This design comes from an exercise in tuning for small area, a short achievable clock period and few clock cycles per item on the open sky130 flow, not from production work. At most, simulation tests tie the RTL to the original design; equivalence was not proved. Power and IR drop assume default switching activity.

==> build 69 <==
## LASER
module LASER (
input CLK,
input RST,
input [3:0] X,
input [3:0] Y,
output reg [3:0] C1X,
output reg [3:0] C1Y,
output reg [3:0] C2X,
output reg [3:0] C2Y,
output reg DONE);
localparam [10:0] NREAD  = 11'd40;      
localparam [10:0] LAST1  = 11'd2039;    
localparam [10:0] LASTC  = 11'd2042;    
function [9:0] lfsr_step;
  input [9:0] v;
  input integer n;
  integer k;
  begin
    lfsr_step = v;
    for (k = 0; k < n; k = k + 1)
      lfsr_step = {lfsr_step[8:0], lfsr_step[9] ^ lfsr_step[6]};
  end
endfunction
reg  [9:0]  V;
reg  [10:0] cnt;
wire        rd    = (cnt < NREAD);
wire        s1    = ~rd & (cnt <= LAST1);               
wire        s2    = (cnt > NREAD) & (cnt <= LAST1 + 11'd1);  
wire        last  = (cnt == LASTC);
wire [9:0]  V1    = lfsr_step(V, 1);
wire [9:0]  V42   = lfsr_step(V, 42);
wire [9:0]  VD    = lfsr_step(V, 41);      
wire [9:0]  Vn    = s1 ? V42 : last ? V : V1;    
always @(posedge CLK) begin
  if (RST) begin
    V   <= 10'h1;
  ...
Settings: LEC_CHECK=0, CAP_MARGIN=20, CORE_MARGIN=2, CORE_UTILIZATION=40, SETUP_SLACK_MARGIN=1.0, SLEW_MARGIN=20; clock period 6.0 ns.
run.sh (not shown) runs the stock make flow with config.mk's settings and CLKGATE_MAP_FILE= SYNTH_SCRIPT=/design/flow/synth_recipe.tcl, a recipe that flattens the netlist after the stock synthesis.
==> trial 49 (differences from build 69) <==
--- a/flow/design.v
+++ b/flow/design.v
@@ -6,15 +6,15 @@
 output reg [3:0] C1X,
 output reg [3:0] C1Y,
 output reg [3:0] C2X,
 output reg [3:0] C2Y,
 output reg DONE);
 localparam [10:0] NREAD  = 11'd40;      
 localparam [10:0] LAST1  = 11'd2039;    
-localparam [10:0] LASTC  = 11'd2042;    
+localparam [10:0] LASTC  = 11'd2041;    
 function [9:0] lfsr_step;
   input [9:0] v;
   input integer n;
   integer k;
   begin
     lfsr_step = v;
     for (k = 0; k < n; k = k + 1)
@@ -26,21 +26,20 @@
 wire        rd    = (cnt < NREAD);
 wire        s1    = ~rd & (cnt <= LAST1);               
 wire        s2    = (cnt > NREAD) & (cnt <= LAST1 + 11'd1);  
 wire        last  = (cnt == LASTC);
 wire [9:0]  V1    = lfsr_step(V, 1);
 wire [9:0]  V42   = lfsr_step(V, 42);
 wire [9:0]  VD    = lfsr_step(V, 41);      
-wire [9:0]  Vn    = s1 ? V42 : last ? V : V1;    
 always @(posedge CLK) begin
   if (RST) begin
     V   <= 10'h1;
     cnt <= 11'd0;
   end else begin
-    V   <= Vn;
+    V   <= s1 ? V42 : V1;
     cnt <= last ? 11'd0 : cnt + 11'd1;
   end
 end
 always @(posedge CLK) begin
   if (RST) DONE <= 1'b0;
   else     DONE <= (cnt == LASTC - 11'd1);
 end
@@ -71,85 +70,74 @@
   input [9:0]  q;
   begin
     mv4 = {mv(b[15:12], q[0], q[5]), mv(b[11:8], q[3], q[5]),
            mv(b[7:4],   q[5], q[5]), mv(b[3:0],  q[9], q[5])};
   end
 endfunction
 function [3:0] cls;
-  input [3:0] p, cb;
+  input [3:0] p, c;
   reg [4:0] d, k;
-  reg z, o;
   integer b;
   begin
     k[0] = 1'b1;
     for (b = 0; b < 4; b = b + 1) begin
-      d[b]   = p[b] ^ cb[b] ^ k[b];
-      k[b+1] = (p[b] & cb[b]) | (p[b] & k[b]) | (cb[b] & k[b]);
+      d[b]   = p[b] ^ ~c[b] ^ k[b];
+      k[b+1] = (p[b] & ~c[b]) | (p[b] & k[b]) | (~c[b] & k[b]);
     end
     d[4] = ~k[4];
-    z = ~(d[4] | d[3] | d[2]);             
-    o = d[4] & d[3] & d[2];                
-    cls[0] = z & ~(d[1] | d[0]);
-    cls[1] = (z & ~(d[1] & d[0])) | (o & d[1]);
-    cls[2] = z | (o & (d[1] | d[0]));
-    cls[3] = z | o | (d[2] & ~(d[4] | d[3] | d[1] | d[0]));
+    cls[0] = ~|d;
+    cls[1] = (~d[4] & ~d[3] & ~d[2] & ~(d[1] & d[0])) | (d[4] & d[3] & d[2] & d[1]);
+    cls[2] = (~d[4] & ~d[3] & ~d[2]) | (d[4] & d[3] & d[2] & (d[1] | d[0]));
+    cls[3] = (~d[4] & ~d[3] & (~d[2] | ~(d[1] | d[0]))) | (d[4] & d[3] & d[2]);
   end
 endfunction
 function cov1;
   input [3:0] px, py, cx, cy;
   reg [3:0] a, b;
   begin
     a = cls(px, cx);
     b = cls(py, cy);
     cov1 = (a[3] & b[0]) | (a[2] & b[1]) | (a[1] & b[2]) | (a[0] & b[3]);
   end
 endfunction
 function cov2;
   input [7:0]  p;
-  input [15:0] t;                  
+  input [15:0] t;
   begin
     cov2 = cov1(p[7:4], p[3:0], t[15:12], t[11:8]) | cov1(p[7:4], p[3:0], t[7:4], t[3:0]);
   end
 endfunction
 localparam [15:0] INIT = {4'd0, 4'd0, 4'd8, 4'd8};
-localparam NG = 5;             
 reg        dec;                
-reg [NG-1:0] decg;
-reg        decm;
 reg [15:0] Ar, Br;             
 reg [15:0] T2, X2;             
-reg [15:0] MA1, MA2, MB1, MB2;  
 reg [5:0]  prev, best;
 reg        rndr;               
-wire [15:0] tp  = decm ? Ar : Br;          
-wire [15:0] xp  = decm ? T2 : X2;          
-wire [15:0] A   = ~(decm ? MA1 : MA2);     
-wire [15:0] B   = ~(decm ? MB1 : MB2);     
+wire [15:0] tp  = dec ? Ar : Br;           
+wire [15:0] xp  = dec ? T2 : X2;           
+wire [15:0] mA1 = mv4(Ar, V);
+wire [15:0] mA2 = mv4(Br, V);
+wire [15:0] mB1 = mv4(T2, V);
+wire [15:0] mB2 = mv4(X2, V);
+wire [15:0] A   = dec ? mA1 : mA2;         
+wire [15:0] B   = dec ? mB1 : mB2;         
 always @(posedge CLK) begin
   if (rd) begin
     Ar <= INIT; Br <= INIT; T2 <= INIT; X2 <= INIT;
   end else begin
     Ar <= A; Br <= B; T2 <= tp; X2 <= xp;
   end
-  if (rd) begin
-    MA1 <= ~mv4(INIT, Vn); MA2 <= ~mv4(INIT, Vn); MB1 <= ~mv4(INIT, Vn); MB2 <= ~mv4(INIT, Vn);
-  end else begin
-    MA1 <= ~mv4(A, Vn); MA2 <= ~mv4(B, Vn); MB1 <= ~mv4(tp, Vn); MB2 <= ~mv4(xp, Vn);
-  end
   rndr <= (VD < 10'd150);
 end
 reg [39:0] hitA, hitB;
-reg [15:0] Ag, Bg;
 integer j;
 always @(*)
   for (j = 0; j < 40; j = j + 1) begin
-    Ag = decg[j / 8] ? MA1 : MA2;
-    Bg = decg[j / 8] ? MB1 : MB2;
-    hitA[j] = cov2(P[j], Ag);
-    hitB[j] = cov2(P[j], Bg);
+    hitA[j] = cov2(P[j], A);
+    hitB[j] = cov2(P[j], B);
   end
 wire [5:0] caA, cbA, caB, cbB;
 wire A_s1 = hitA[0] ^ hitA[1] ^ hitA[2];
 wire A_s2 = (hitA[0] & hitA[1]) | (hitA[0] & hitA[2]) | (hitA[1] & hitA[2]);
 wire A_s3 = hitA[3] ^ hitA[4] ^ hitA[5];
 wire A_s4 = (hitA[3] & hitA[4]) | (hitA[3] & hitA[5]) | (hitA[4] & hitA[5]);
 wire A_s5 = hitA[6] ^ hitA[7] ^ hitA[8];
@@ -374,42 +362,29 @@
     t = {1'b0, s} + {k, 1'b0};
     gt3 = t[6];
   end
 endfunction
 wire [5:0] cntA = caA + cbA;
 wire [5:0] cntB = caB + cbB;
 wire [5:0] cov  = dec ? cntA : cntB;
-wire       gtA  = gt3(caA, cbA, prev);
-wire       gtB  = gt3(caB, cbB, prev);
-wire       acc  = (dec ? gtA : gtB) | rndr;
-integer g;
-reg [5:0]  cov3;               
-reg [15:0] t3;
-reg        s3;
+wire       acc  = (dec ? gt3(caA, cbA, prev) : gt3(caB, cbB, prev)) | rndr;
+wire       bet  = dec ? gt3(caA, cbA, best) : gt3(caB, cbB, best);
+wire [15:0] tr  = dec ? Ar : Br;           
 always @(posedge CLK) begin
-  dec  <= s2 & acc;
-  decm <= s2 & ((decm ? gtA : gtB) | rndr);
-  for (g = 0; g < NG; g = g + 1)
-    decg[g] <= s2 & ((decg[g] ? gtA : gtB) | rndr);
-  if (!s2)
+  dec <= s2 & acc;
+  if (!s2) begin
     prev <= 6'd0;
-  else if (acc)
-    prev <= cov;
-  cov3 <= cov;
-  t3   <= dec ? Ar : Br;
-  s3   <= s2;
-end
-always @(posedge CLK) begin
-  if (rd)
     best <= 6'd0;
-  else if (s3 && cov3 > best)
-    best <= cov3;
+  end else begin
+    if (acc) prev <= cov;
+    if (bet) best <= cov;
+  end
 end
 always @(posedge CLK) begin
   if (RST) begin
     C1X <= 4'd7; C1Y <= 4'd7;
     C2X <= 4'd7; C2Y <= 4'd7;
-  end else if (s3 && cov3 > best) begin
-    {C1X, C1Y, C2X, C2Y} <= t3;
+  end else if (s2 && bet) begin
+    {C1X, C1Y, C2X, C2Y} <= tr;
   end
 end
 endmodule
- SETUP_SLACK_MARGIN: 1.0 -> not set
==> trial 52 (differences from build 69) <==
--- a/flow/design.v
+++ b/flow/design.v
@@ -71,45 +71,42 @@
   input [9:0]  q;
   begin
     mv4 = {mv(b[15:12], q[0], q[5]), mv(b[11:8], q[3], q[5]),
            mv(b[7:4],   q[5], q[5]), mv(b[3:0],  q[9], q[5])};
   end
 endfunction
 function [3:0] cls;
-  input [3:0] p, cb;
+  input [3:0] p, c;
   reg [4:0] d, k;
-  reg z, o;
   integer b;
   begin
     k[0] = 1'b1;
     for (b = 0; b < 4; b = b + 1) begin
-      d[b]   = p[b] ^ cb[b] ^ k[b];
-      k[b+1] = (p[b] & cb[b]) | (p[b] & k[b]) | (cb[b] & k[b]);
+      d[b]   = p[b] ^ ~c[b] ^ k[b];
+      k[b+1] = (p[b] & ~c[b]) | (p[b] & k[b]) | (~c[b] & k[b]);
     end
     d[4] = ~k[4];
-    z = ~(d[4] | d[3] | d[2]);             
-    o = d[4] & d[3] & d[2];                
-    cls[0] = z & ~(d[1] | d[0]);
-    cls[1] = (z & ~(d[1] & d[0])) | (o & d[1]);
-    cls[2] = z | (o & (d[1] | d[0]));
-    cls[3] = z | o | (d[2] & ~(d[4] | d[3] | d[1] | d[0]));
+    cls[0] = ~|d;
+    cls[1] = (~d[4] & ~d[3] & ~d[2] & ~(d[1] & d[0])) | (d[4] & d[3] & d[2] & d[1]);
+    cls[2] = (~d[4] & ~d[3] & ~d[2]) | (d[4] & d[3] & d[2] & (d[1] | d[0]));
+    cls[3] = (~d[4] & ~d[3] & (~d[2] | ~(d[1] | d[0]))) | (d[4] & d[3] & d[2]);
   end
 endfunction
 function cov1;
   input [3:0] px, py, cx, cy;
   reg [3:0] a, b;
   begin
     a = cls(px, cx);
     b = cls(py, cy);
     cov1 = (a[3] & b[0]) | (a[2] & b[1]) | (a[1] & b[2]) | (a[0] & b[3]);
   end
 endfunction
 function cov2;
   input [7:0]  p;
-  input [15:0] t;                  
+  input [15:0] t;
   begin
     cov2 = cov1(p[7:4], p[3:0], t[15:12], t[11:8]) | cov1(p[7:4], p[3:0], t[7:4], t[3:0]);
   end
 endfunction
 localparam [15:0] INIT = {4'd0, 4'd0, 4'd8, 4'd8};
 localparam NG = 5;             
 reg        dec;                
@@ -118,26 +115,26 @@
 reg [15:0] Ar, Br;             
 reg [15:0] T2, X2;             
 reg [15:0] MA1, MA2, MB1, MB2;  
 reg [5:0]  prev, best;
 reg        rndr;               
 wire [15:0] tp  = decm ? Ar : Br;          
 wire [15:0] xp  = decm ? T2 : X2;          
-wire [15:0] A   = ~(decm ? MA1 : MA2);     
-wire [15:0] B   = ~(decm ? MB1 : MB2);     
+wire [15:0] A   = decm ? MA1 : MA2;        
+wire [15:0] B   = decm ? MB1 : MB2;        
 always @(posedge CLK) begin
   if (rd) begin
     Ar <= INIT; Br <= INIT; T2 <= INIT; X2 <= INIT;
   end else begin
     Ar <= A; Br <= B; T2 <= tp; X2 <= xp;
   end
   if (rd) begin
-    MA1 <= ~mv4(INIT, Vn); MA2 <= ~mv4(INIT, Vn); MB1 <= ~mv4(INIT, Vn); MB2 <= ~mv4(INIT, Vn);
+    MA1 <= mv4(INIT, Vn); MA2 <= mv4(INIT, Vn); MB1 <= mv4(INIT, Vn); MB2 <= mv4(INIT, Vn);
   end else begin
-    MA1 <= ~mv4(A, Vn); MA2 <= ~mv4(B, Vn); MB1 <= ~mv4(tp, Vn); MB2 <= ~mv4(xp, Vn);
+    MA1 <= mv4(A, Vn); MA2 <= mv4(B, Vn); MB1 <= mv4(tp, Vn); MB2 <= mv4(xp, Vn);
   end
   rndr <= (VD < 10'd150);
 end
 reg [39:0] hitA, hitB;
 reg [15:0] Ag, Bg;
 integer j;
 always @(*)
- CORE_UTILIZATION: 40 -> 60
- PLACE_DENSITY: not set -> 0.75
- SETUP_SLACK_MARGIN: 1.0 -> 2.0
==> run notes <==
Area share of buffers outside the clock network: build 69 1.879%; trial 49 2.815%; trial 52 5.279%
Compound-gate portion of the synthesized area: build 69 11.79%; trial 49 12.70%; trial 52 11.98%
Final routed wire length divided by cell count: build 69 23.11 um; trial 49 21.74 um; trial 52 24.06 um
Count of inserted antenna diode cells: build 69 9; trial 49 2; trial 52 4
Dpl cells: build 69 9252; trial 49 8432; trial 52 8564
Cell area after placement: build 69 69350 um2; trial 49 64960 um2; trial 52 69160 um2
Clock insertion delay at the later pin of the skew report: build 69 0.72 ns; trial 49 0.65 ns; trial 52 0.68 ns
Count of clock buffers in the final design: build 69 93; trial 49 89; trial 52 85
Total routed wire length on the met1 layer: build 69 90.88 mm; trial 49 83.14 mm; trial 52 80.00 mm
Share of the clock period used by the worst path: build 69 82.74%; trial 49 95.35%; trial 52 72.50%
Non-filler instance count after layout: build 69 9395; trial 49 8571; trial 52 8962
Tapcells: build 69 2175; trial 49 2016; trial 52 1414
Buffers inserted during post-CTS setup optimization: build 69 0; trial 49 0; trial 52 196
Count of non-CTS buffers in the layout: build 69 164; trial 49 179; trial 52 405
Peak Freq: build 69 0.2014 GHz; trial 49 0.1748 GHz; trial 52 0.2299 GHz
Combinational Power: build 69 0.00623 W; trial 49 0.00763 W; trial 52 0.00891 W
Simple-gate area share of the yosys netlist: build 69 13.70%; trial 49 15.46%; trial 52 15.02%
Total Routed Length: build 69 217.1 mm; trial 49 186.4 mm; trial 52 215.6 mm
Worst min-delay path startpoint: build 69 P[23][2]$_DFF_P_; trial 49 P[4][1]$_DFF_P_; trial 52 P[4][0]$_DFF_P_
Library cell appearing most often on the critical path: build 69 fa_1; trial 49 fa_1; trial 52 -
Adder-Cell Fraction of Synth Area: build 69 40.59%; trial 49 43.79%; trial 52 40.05%
Min-Delay Endpoint: build 69 P[24][2]$_DFF_P_; trial 49 P[5][1]$_DFF_P_; trial 52 P[5][0]$_DFF_P_
Fill cell instance count of the final layout: build 69 15.80k; trial 49 14.21k; trial 52 7866
Run status: build 69 timing/DRC/antenna clean; trial 49 timing/DRC/antenna clean; trial 52 timing/DRC/antenna clean
Launch instance of the worst register-to-register path: build 69 decg[4]$_DFF_P_; trial 49 V[5]$_SDFF_PP0_; trial 52 MA1[12]$_DFF_P_
Switching Fraction: build 69 39.38%; trial 49 40.80%; trial 52 39.62%
Worst hold margin: build 69 0.3458 ns; trial 49 0.3375 ns; trial 52 0.3404 ns
Testbench counts of trial 52, summed over its fixed seeds: cycles 130,752, items 64.
The RTL of build 69 and trial 49 was laid out without a check of its function.

separate check: timing with driven ports:
The results above use ideal ports. As a check the final layouts listed here were re-extracted and re-timed, cells and wires unchanged. Step 1 sets driving cells, clkbuf_16 on the clock port and buf_2 on the other inputs (assumed; they add their load-dependent delay and slew). Step 2 also shifts input and output timing later by t, the mid clock arrival at the registers, as if the neighbouring blocks saw the same clock. Slacks: ideal ports / drivers / drivers and shift; pairs: ideal ports / drivers.
| run | t, ns | slack for setup (ns) | clock arrival spread, ns | worst register clock-pin slew, ns |
|---|---|---|---|---|
| build 69 | 0.783 | 1.036 / 1.036 / 1.036 | 0.047 / 0.048 | 0.07 / 0.07 |
| trial 49 | 0.722 | 0.279 / 0.279 / 0.279 | 0.043 / 0.042 | 0.07 / 0.07 |
| trial 52 | 0.730 | 1.650 / 1.650 / 1.650 | 0.041 / 0.041 | 0.08 / 0.08 |
After both steps every run listed still meets setup and hold.
